Background: an optimization exercise with open tools, aiming at small area and a short achievable clock period. Do not read the settings as production practice. At most, simulation tests tie the RTL to the original design; equivalence was not proved. Power is estimated from default activity; no workload was simulated.

// desiredDrive_reg
module desiredDrive_reg(
    input clk, rst_n,
    input [11:0] avg_torque,
    input [4:0] cadence,
    input not_pedaling,
    input [12:0] incline,
    input [2:0] scale,
    output logic [11:0] target_curr
);
Settings: LEC_CHECK=0, CAP_MARGIN=20, CORE_MARGIN=2, CORE_UTILIZATION=40, CTS_BUF_LIST=sky130_fd_sc_hd__clkbuf_4 sky130_fd_sc_hd__clkbuf_8, SLEW_MARGIN=20; clock period 13.0 ns.
standard.sh (not shown) runs the stock make flow with config.mk's settings and CLKGATE_MAP_FILE= SYNTH_SCRIPT=/design/flow/synth_recipe.tcl, a recipe that flattens the netlist after the stock synthesis.
==> flow/flow/run.sh <==
#!/bin/bash
# Layout flow: the standard flow (standard.sh), with these changes:
#  - synthesis: Yosys's generic "synth -run fine:" step skips its early ABC
#    pass (-noabc), so that extract_fa sees the RTL's full adders as written
#    (without the input/output inversions that pass puts around them), and
#    extract_fa looks for full adders only (EXTRACT_FA_ARGS); the rest of
#    synthesis (dfflibmap, the final ABC mapping, flatten, renaming) is as in
#    the standard flow's synthesis;
#  - the port buffers are PORT_BUF cells;
#  - ORFS's timing repair aims for SETUP_SLACK_MARGIN ns of setup slack.
# The SDC, the clock period and every other step are the standard flow's.
set -euo pipefail
HERE=$(pwd)
EXTRACT_FA_ARGS=""
SETUP_MARGIN=7.0
PORT_BUF=sky130_fd_sc_hd__buf_1
# ORFS's synth.tcl with the changes
sed -e 's/synth -top \$::env(DESIGN_NAME) -run fine: {\*}\$synth_full_args/synth -top $::env(DESIGN_NAME) -run fine: -noabc {*}$synth_full_args/' \
    -e "s/extract_fa {\*}\[dont_use_extract_fa_args\]/extract_fa $EXTRACT_FA_ARGS/" \
    "$FLOW_HOME/scripts/synth.tcl" > "$HERE/synth_changed.tcl"
grep -q -- '-run fine: -noabc' "$HERE/synth_changed.tcl"
grep -q -- "^ *extract_fa $EXTRACT_FA_ARGS\$" "$HERE/synth_changed.tcl"
# The standard flow's synthesis wrapper, sourcing the changed synth.tcl
sed "s#source \$::env(SCRIPTS_DIR)/synth.tcl#source $HERE/synth_changed.tcl#" synth_recipe.tcl > "$HERE/flow_synth.tcl"
grep -q "source $HERE/synth_changed.tcl" "$HERE/flow_synth.tcl"
# The standard.sh, pointed at that wrapper
sed "s#SYNTH_SCRIPT=[^ ]*#SYNTH_SCRIPT=$HERE/flow_synth.tcl#" standard.sh > "$HERE/flow_standard.sh"
grep -q "SYNTH_SCRIPT=$HERE/flow_synth.tcl" "$HERE/flow_standard.sh"
bash "$HERE/flow_standard.sh" SETUP_SLACK_MARGIN=$SETUP_MARGIN \
    "BUFFER_PORTS_ARGS=-buffer_cell $PORT_BUF" finish > "$HERE/flow_make.log" 2>&1
The baseline produced a clean layout.
Change:
--- a/flow/flow/run.sh
+++ b/flow/flow/run.sh
@@ -13,5 +13,5 @@
 HERE=$(pwd)
 EXTRACT_FA_ARGS=""
-SETUP_MARGIN=7.0
+SETUP_MARGIN=7.9
 PORT_BUF=sky130_fd_sc_hd__buf_1
 # ORFS's synth.tcl with the changes
Settings changed: ABC_AREA set to 1, TNS_END_PERCENT set to 5.
Result: Clock-buffer cell count does not change; total power increases by a few percent; setup slack improves by 580 ps; core utilization increases by 1.3 points; worst hold slack degrades by 90 ps; cell area increases by a little under a tenth; via count increases by roughly a tenth.
Change:
--- a/flow/flow/run.sh
+++ b/flow/flow/run.sh
@@ -13,5 +13,5 @@
 HERE=$(pwd)
 EXTRACT_FA_ARGS=""
-SETUP_MARGIN=7.9
+SETUP_MARGIN=7.3
 PORT_BUF=sky130_fd_sc_hd__buf_1
 # ORFS's synth.tcl with the changes
Settings changed: ABC_AREA 1 to unset, TNS_END_PERCENT 5 to unset.
Outcome:
- The changed run ran to the end with no violations
- global-route usage went down by 0.20 points
- first-iteration DRC count went down by 3.0%
- combinational power went down by about 2%
- wire length went down by 3.2%
- final area went down by 4.6%
Change:
--- a/flow/flow/run.sh
+++ b/flow/flow/run.sh
@@ -13,5 +13,5 @@
 HERE=$(pwd)
 EXTRACT_FA_ARGS=""
-SETUP_MARGIN=7.3
+SETUP_MARGIN=7.6
 PORT_BUF=sky130_fd_sc_hd__buf_1
 # ORFS's synth.tcl with the changes
Settings changed: ABC_AREA set to 1, TNS_END_PERCENT set to 5.
After rerunning:
- The new run completed with no timing, DRC or antenna violations
- combinational power is higher by about 2%
- register-to-register slack improved by 210 ps
- die area is higher by 4.8%
- cell area is higher by 5.3%
- sequential share of layout area is lower by 0.43 points
- setup slack improved by 400 ps
- sequential cell count does not change
- clock power is higher by 22%
Change:
--- a/flow/flow/run.sh
+++ b/flow/flow/run.sh
@@ -13,5 +13,5 @@
 HERE=$(pwd)
 EXTRACT_FA_ARGS=""
-SETUP_MARGIN=7.6
+SETUP_MARGIN=7.3
 PORT_BUF=sky130_fd_sc_hd__buf_1
 # ORFS's synth.tcl with the changes
The new run produced a clean layout.
Total power went down by 3.7%.
Register-to-register slack gets worse by 230 ps.
Wire length shrinks by 2.5%.
Worst hold slack improved by 43 ps.
Area after synthesis is unchanged.
Non-clock buffer count fell by 10.
Design area decreases by 2.5%.
Function was not checked in any run of this note: the RTL went through the layout flow alone.

* * *

Another version of the RTL of desiredDrive_reg (not shown whole).
Size in the first run: roughly 860 cells after synthesis, about 48 I/O pins.
## desiredDrive_reg
module desiredDrive_reg(
    input clk, rst_n,
    input [11:0] avg_torque,
    input [4:0] cadence,
    input not_pedaling,
    input [12:0] incline,
    input [2:0] scale,
    output logic [11:0] target_curr
);
clock: 13.0 ns
lec_check: 0
cap_margin: 20
core_margin: 2
core_utilization: 40
slew_margin: 20
==> flow/flow/run.sh <==
#!/bin/bash
# Layout flow: the standard flow (standard.sh), with these changes:
#  - synthesis: Yosys's generic "synth -run fine:" step skips its early ABC
#    pass (-noabc), so that extract_fa sees the RTL's full adders as written
#    (without the input/output inversions that pass puts around them), and
#    extract_fa looks for full adders only (EXTRACT_FA_ARGS); the rest of
#    synthesis (dfflibmap, the final ABC mapping, flatten, renaming) is as in
#    the standard flow's synthesis;
#  - the port buffers are PORT_BUF cells;
#  - ORFS's timing repair aims for SETUP_SLACK_MARGIN ns of setup slack.
# The SDC, the clock period and every other step are the standard flow's.
set -euo pipefail
HERE=$(pwd)
EXTRACT_FA_ARGS=""
SETUP_MARGIN=6.0
PORT_BUF=sky130_fd_sc_hd__buf_1
# ORFS's synth.tcl with the changes
sed -e 's/synth -top \$::env(DESIGN_NAME) -run fine: {\*}\$synth_full_args/synth -top $::env(DESIGN_NAME) -run fine: -noabc {*}$synth_full_args/' \
    -e "s/extract_fa {\*}\[dont_use_extract_fa_args\]/extract_fa $EXTRACT_FA_ARGS/" \
    "$FLOW_HOME/scripts/synth.tcl" > "$HERE/synth_changed.tcl"
grep -q -- '-run fine: -noabc' "$HERE/synth_changed.tcl"
grep -q -- "^ *extract_fa $EXTRACT_FA_ARGS\$" "$HERE/synth_changed.tcl"
# The standard flow's synthesis wrapper, sourcing the changed synth.tcl
sed "s#source \$::env(SCRIPTS_DIR)/synth.tcl#source $HERE/synth_changed.tcl#" synth_recipe.tcl > "$HERE/flow_synth.tcl"
grep -q "source $HERE/synth_changed.tcl" "$HERE/flow_synth.tcl"
# The standard.sh, pointed at that wrapper
sed "s#SYNTH_SCRIPT=[^ ]*#SYNTH_SCRIPT=$HERE/flow_synth.tcl#" standard.sh > "$HERE/flow_standard.sh"
grep -q "SYNTH_SCRIPT=$HERE/flow_synth.tcl" "$HERE/flow_standard.sh"
bash "$HERE/flow_standard.sh" SETUP_SLACK_MARGIN=$SETUP_MARGIN \
    "BUFFER_PORTS_ARGS=-buffer_cell $PORT_BUF" finish > "$HERE/flow_make.log" 2>&1
The starting point finished with timing, DRC and antenna clean.
Change:
==> flow/flow/run.sh (replaced) <==
#!/bin/bash
# Layout flow: the standard flow, except that Yosys's generic "synth -run fine:"
# step skips its early ABC pass (-noabc), so that extract_fa sees the RTL's full
# adders as written (without the input/output inversions the early ABC pass puts
# around them). Everything else (dfflibmap, the final ABC mapping, flatten,
# renaming, floorplan .. finish) is the standard flow unchanged.
set -euo pipefail
HERE=$(pwd)
# ORFS's synth.tcl with the one change
sed 's/synth -top \$::env(DESIGN_NAME) -run fine: {\*}\$synth_full_args/synth -top $::env(DESIGN_NAME) -run fine: -noabc {*}$synth_full_args/' \
    "$FLOW_HOME/scripts/synth.tcl" > "$HERE/synth_noabc.tcl"
grep -q -- '-run fine: -noabc' "$HERE/synth_noabc.tcl"
# The standard flow's synthesis wrapper, sourcing the changed synth.tcl
sed "s#source \$::env(SCRIPTS_DIR)/synth.tcl#source $HERE/synth_noabc.tcl#" synth_recipe.tcl > "$HERE/flow_synth.tcl"
grep -q "source $HERE/synth_noabc.tcl" "$HERE/flow_synth.tcl"
# The standard.sh, pointed at that wrapper
sed "s#SYNTH_SCRIPT=[^ ]*#SYNTH_SCRIPT=$HERE/flow_synth.tcl#" standard.sh > "$HERE/flow_standard.sh"
grep -q "SYNTH_SCRIPT=$HERE/flow_synth.tcl" "$HERE/flow_standard.sh"
bash "$HERE/flow_standard.sh" SETUP_SLACK_MARGIN=6.5 finish > "$HERE/flow_make.log" 2>&1
The new run finished clean.
Design area rose by 3.9%.
Total power is higher by 1.8%.
First-iteration DRC count decreases by 4.3%.
Change:
==> flow/flow/run.sh (replaced) <==
#!/bin/bash
# Layout flow: the standard flow (standard.sh), with these changes:
#  - synthesis: Yosys's generic "synth -run fine:" step skips its early ABC
#    pass (-noabc), so that extract_fa sees the RTL's full adders as written
#    (without the input/output inversions that pass puts around them), and
#    extract_fa looks for full adders only (EXTRACT_FA_ARGS); the rest of
#    synthesis (dfflibmap, the final ABC mapping, flatten, renaming) is as in
#    the standard flow's synthesis;
#  - the port buffers are PORT_BUF cells;
#  - ORFS's timing repair aims for SETUP_SLACK_MARGIN ns of setup slack.
# The SDC, the clock period and every other step are the standard flow's.
set -euo pipefail
HERE=$(pwd)
EXTRACT_FA_ARGS=""
SETUP_MARGIN=7.0
PORT_BUF=sky130_fd_sc_hd__buf_1
# ORFS's synth.tcl with the changes
sed -e 's/synth -top \$::env(DESIGN_NAME) -run fine: {\*}\$synth_full_args/synth -top $::env(DESIGN_NAME) -run fine: -noabc {*}$synth_full_args/' \
    -e "s/extract_fa {\*}\[dont_use_extract_fa_args\]/extract_fa $EXTRACT_FA_ARGS/" \
    "$FLOW_HOME/scripts/synth.tcl" > "$HERE/synth_changed.tcl"
grep -q -- '-run fine: -noabc' "$HERE/synth_changed.tcl"
grep -q -- "^ *extract_fa $EXTRACT_FA_ARGS\$" "$HERE/synth_changed.tcl"
# The standard flow's synthesis wrapper, sourcing the changed synth.tcl
sed "s#source \$::env(SCRIPTS_DIR)/synth.tcl#source $HERE/synth_changed.tcl#" synth_recipe.tcl > "$HERE/flow_synth.tcl"
grep -q "source $HERE/synth_changed.tcl" "$HERE/flow_synth.tcl"
# The standard.sh, pointed at that wrapper
sed "s#SYNTH_SCRIPT=[^ ]*#SYNTH_SCRIPT=$HERE/flow_synth.tcl#" standard.sh > "$HERE/flow_standard.sh"
grep -q "SYNTH_SCRIPT=$HERE/flow_synth.tcl" "$HERE/flow_standard.sh"
bash "$HERE/flow_standard.sh" SETUP_SLACK_MARGIN=$SETUP_MARGIN \
    "BUFFER_PORTS_ARGS=-buffer_cell $PORT_BUF" finish > "$HERE/flow_make.log" 2>&1
- The new run finished clean
- global-route usage drops by 0.24 points
- via count barely changes
- setup slack improved by 0.20 ns
- power grows by 3.9%
Change:
--- a/flow/flow/run.sh
+++ b/flow/flow/run.sh
@@ -14,3 +14,3 @@
 EXTRACT_FA_ARGS=""
-SETUP_MARGIN=7.0
+SETUP_MARGIN=7.3
 PORT_BUF=sky130_fd_sc_hd__buf_1
Power is lower by a few percent. Global-route usage grows by 0.23 points. Synthesized cell count does not change. Wire length came out higher by a few percent. Worst hold slack gains 0.028 ns. Design area rises by a few percent. Cell count increases slightly. Fmax decreases slightly.
Change:
==> flow/flow/run.sh (replaced) <==
#!/bin/bash
# Layout flow: the standard flow, except that Yosys's generic "synth -run fine:"
# step skips its early ABC pass (-noabc), so that extract_fa sees the RTL's full
# adders as written (without the input/output inversions the early ABC pass puts
# around them). Everything else (dfflibmap, the final ABC mapping, flatten,
# renaming, floorplan .. finish) is the standard flow unchanged.
set -euo pipefail
HERE=$(pwd)
# ORFS's synth.tcl with the one change
sed 's/synth -top \$::env(DESIGN_NAME) -run fine: {\*}\$synth_full_args/synth -top $::env(DESIGN_NAME) -run fine: -noabc {*}$synth_full_args/' \
    "$FLOW_HOME/scripts/synth.tcl" > "$HERE/synth_noabc.tcl"
grep -q -- '-run fine: -noabc' "$HERE/synth_noabc.tcl"
# The standard flow's synthesis wrapper, sourcing the changed synth.tcl
sed "s#source \$::env(SCRIPTS_DIR)/synth.tcl#source $HERE/synth_noabc.tcl#" synth_recipe.tcl > "$HERE/flow_synth.tcl"
grep -q "source $HERE/synth_noabc.tcl" "$HERE/flow_synth.tcl"
# The standard.sh, pointed at that wrapper
sed "s#SYNTH_SCRIPT=[^ ]*#SYNTH_SCRIPT=$HERE/flow_synth.tcl#" standard.sh > "$HERE/flow_standard.sh"
grep -q "SYNTH_SCRIPT=$HERE/flow_synth.tcl" "$HERE/flow_standard.sh"
bash "$HERE/flow_standard.sh" SETUP_SLACK_MARGIN=7.5 finish > "$HERE/flow_make.log" 2>&1
=> Worst setup slack gains 0.036 ns. Final cell count went up by 0.90%. Flip-flop and latch count is unchanged. Via count went up by 1.7%. First-iteration DRC count went down by 28%. Synthesized area stays the same. Clock-buffer cell count went up by 2. Worst hold slack loses 0.12 ns.

## what the ideal ports hide
No port has a modelled driver above. Below, the same layouts with a new extraction and two added sets of constraints. Step 1 (the two cells are an assumption about what drives the block):
set clk [get_ports {clk}]
set_driving_cell -lib_cell sky130_fd_sc_hd__clkbuf_16 $clk
set_driving_cell -lib_cell sky130_fd_sc_hd__buf_2 [delete_from_list [all_inputs] $clk]
Step 2 adds t to the input delays and takes it off the output delays; t is the mean of the earliest and latest rising clock arrival at the registers after step 1. Input paths then give back, and output paths get back, about the clock's delay inside the block. Slacks: ideal / step 1 / step 2; pairs: ideal / step 1.
| run | shift t [ns] | setup WS [ns] | hold WS [ns] | worst setup path at the end | latest minus earliest clock arrival (ns) |
|---|---|---|---|---|---|
| the first run of note 1 | 0.361 | 7.072 / 7.086 / 6.725 | 0.796 / 0.796 / 0.796 | input to register | 0.020 / 0.020 |
| the second run of note 1 | 0.361 | 7.653 / 7.617 / 7.256 | 0.706 / 0.706 / 0.706 | input to register | 0.012 / 0.012 |
| the third run of note 1 | 0.351 | 7.270 / 7.260 / 6.908 | 0.805 / 0.805 / 0.805 | input to register | 0.014 / 0.015 |
| the fourth run of note 1 | 0.362 | 7.670 / 7.636 / 7.274 | 0.708 / 0.708 / 0.708 | input to register | 0.012 / 0.011 |
| the fifth run of note 1 | 0.352 | 7.526 / 7.539 / 7.192 | 0.751 / 0.751 / 0.751 | input to register | 0.010 / 0.011 |
| the first run of note 2 | 0.339 | 6.422 / 6.446 / 6.108 | 1.225 / 1.225 / 1.225 | input to register | 0.005 / 0.005 |
| the second run of note 2 | 0.318 | 6.664 / 6.673 / 6.356 | 1.233 / 1.233 / 1.233 | input to register | 0.011 / 0.011 |
| the third run of note 2 | 0.341 | 6.861 / 6.867 / 6.526 | 1.088 / 1.088 / 1.088 | input to register | 0.008 / 0.008 |
| the fourth run of note 2 | 0.336 | 6.820 / 6.818 / 6.482 | 1.116 / 1.116 / 1.116 | input to register | 0.012 / 0.012 |
| the fifth run of note 2 | 0.345 | 6.856 / 6.870 / 6.525 | 0.999 / 0.999 / 0.999 | input to register | 0.008 / 0.008 |
After both steps setup and hold are still met in every run listed. For the second run of note 1, which loses most, drivers alone change the setup slack by -0.036 ns; drivers and shift together by -0.397 ns.
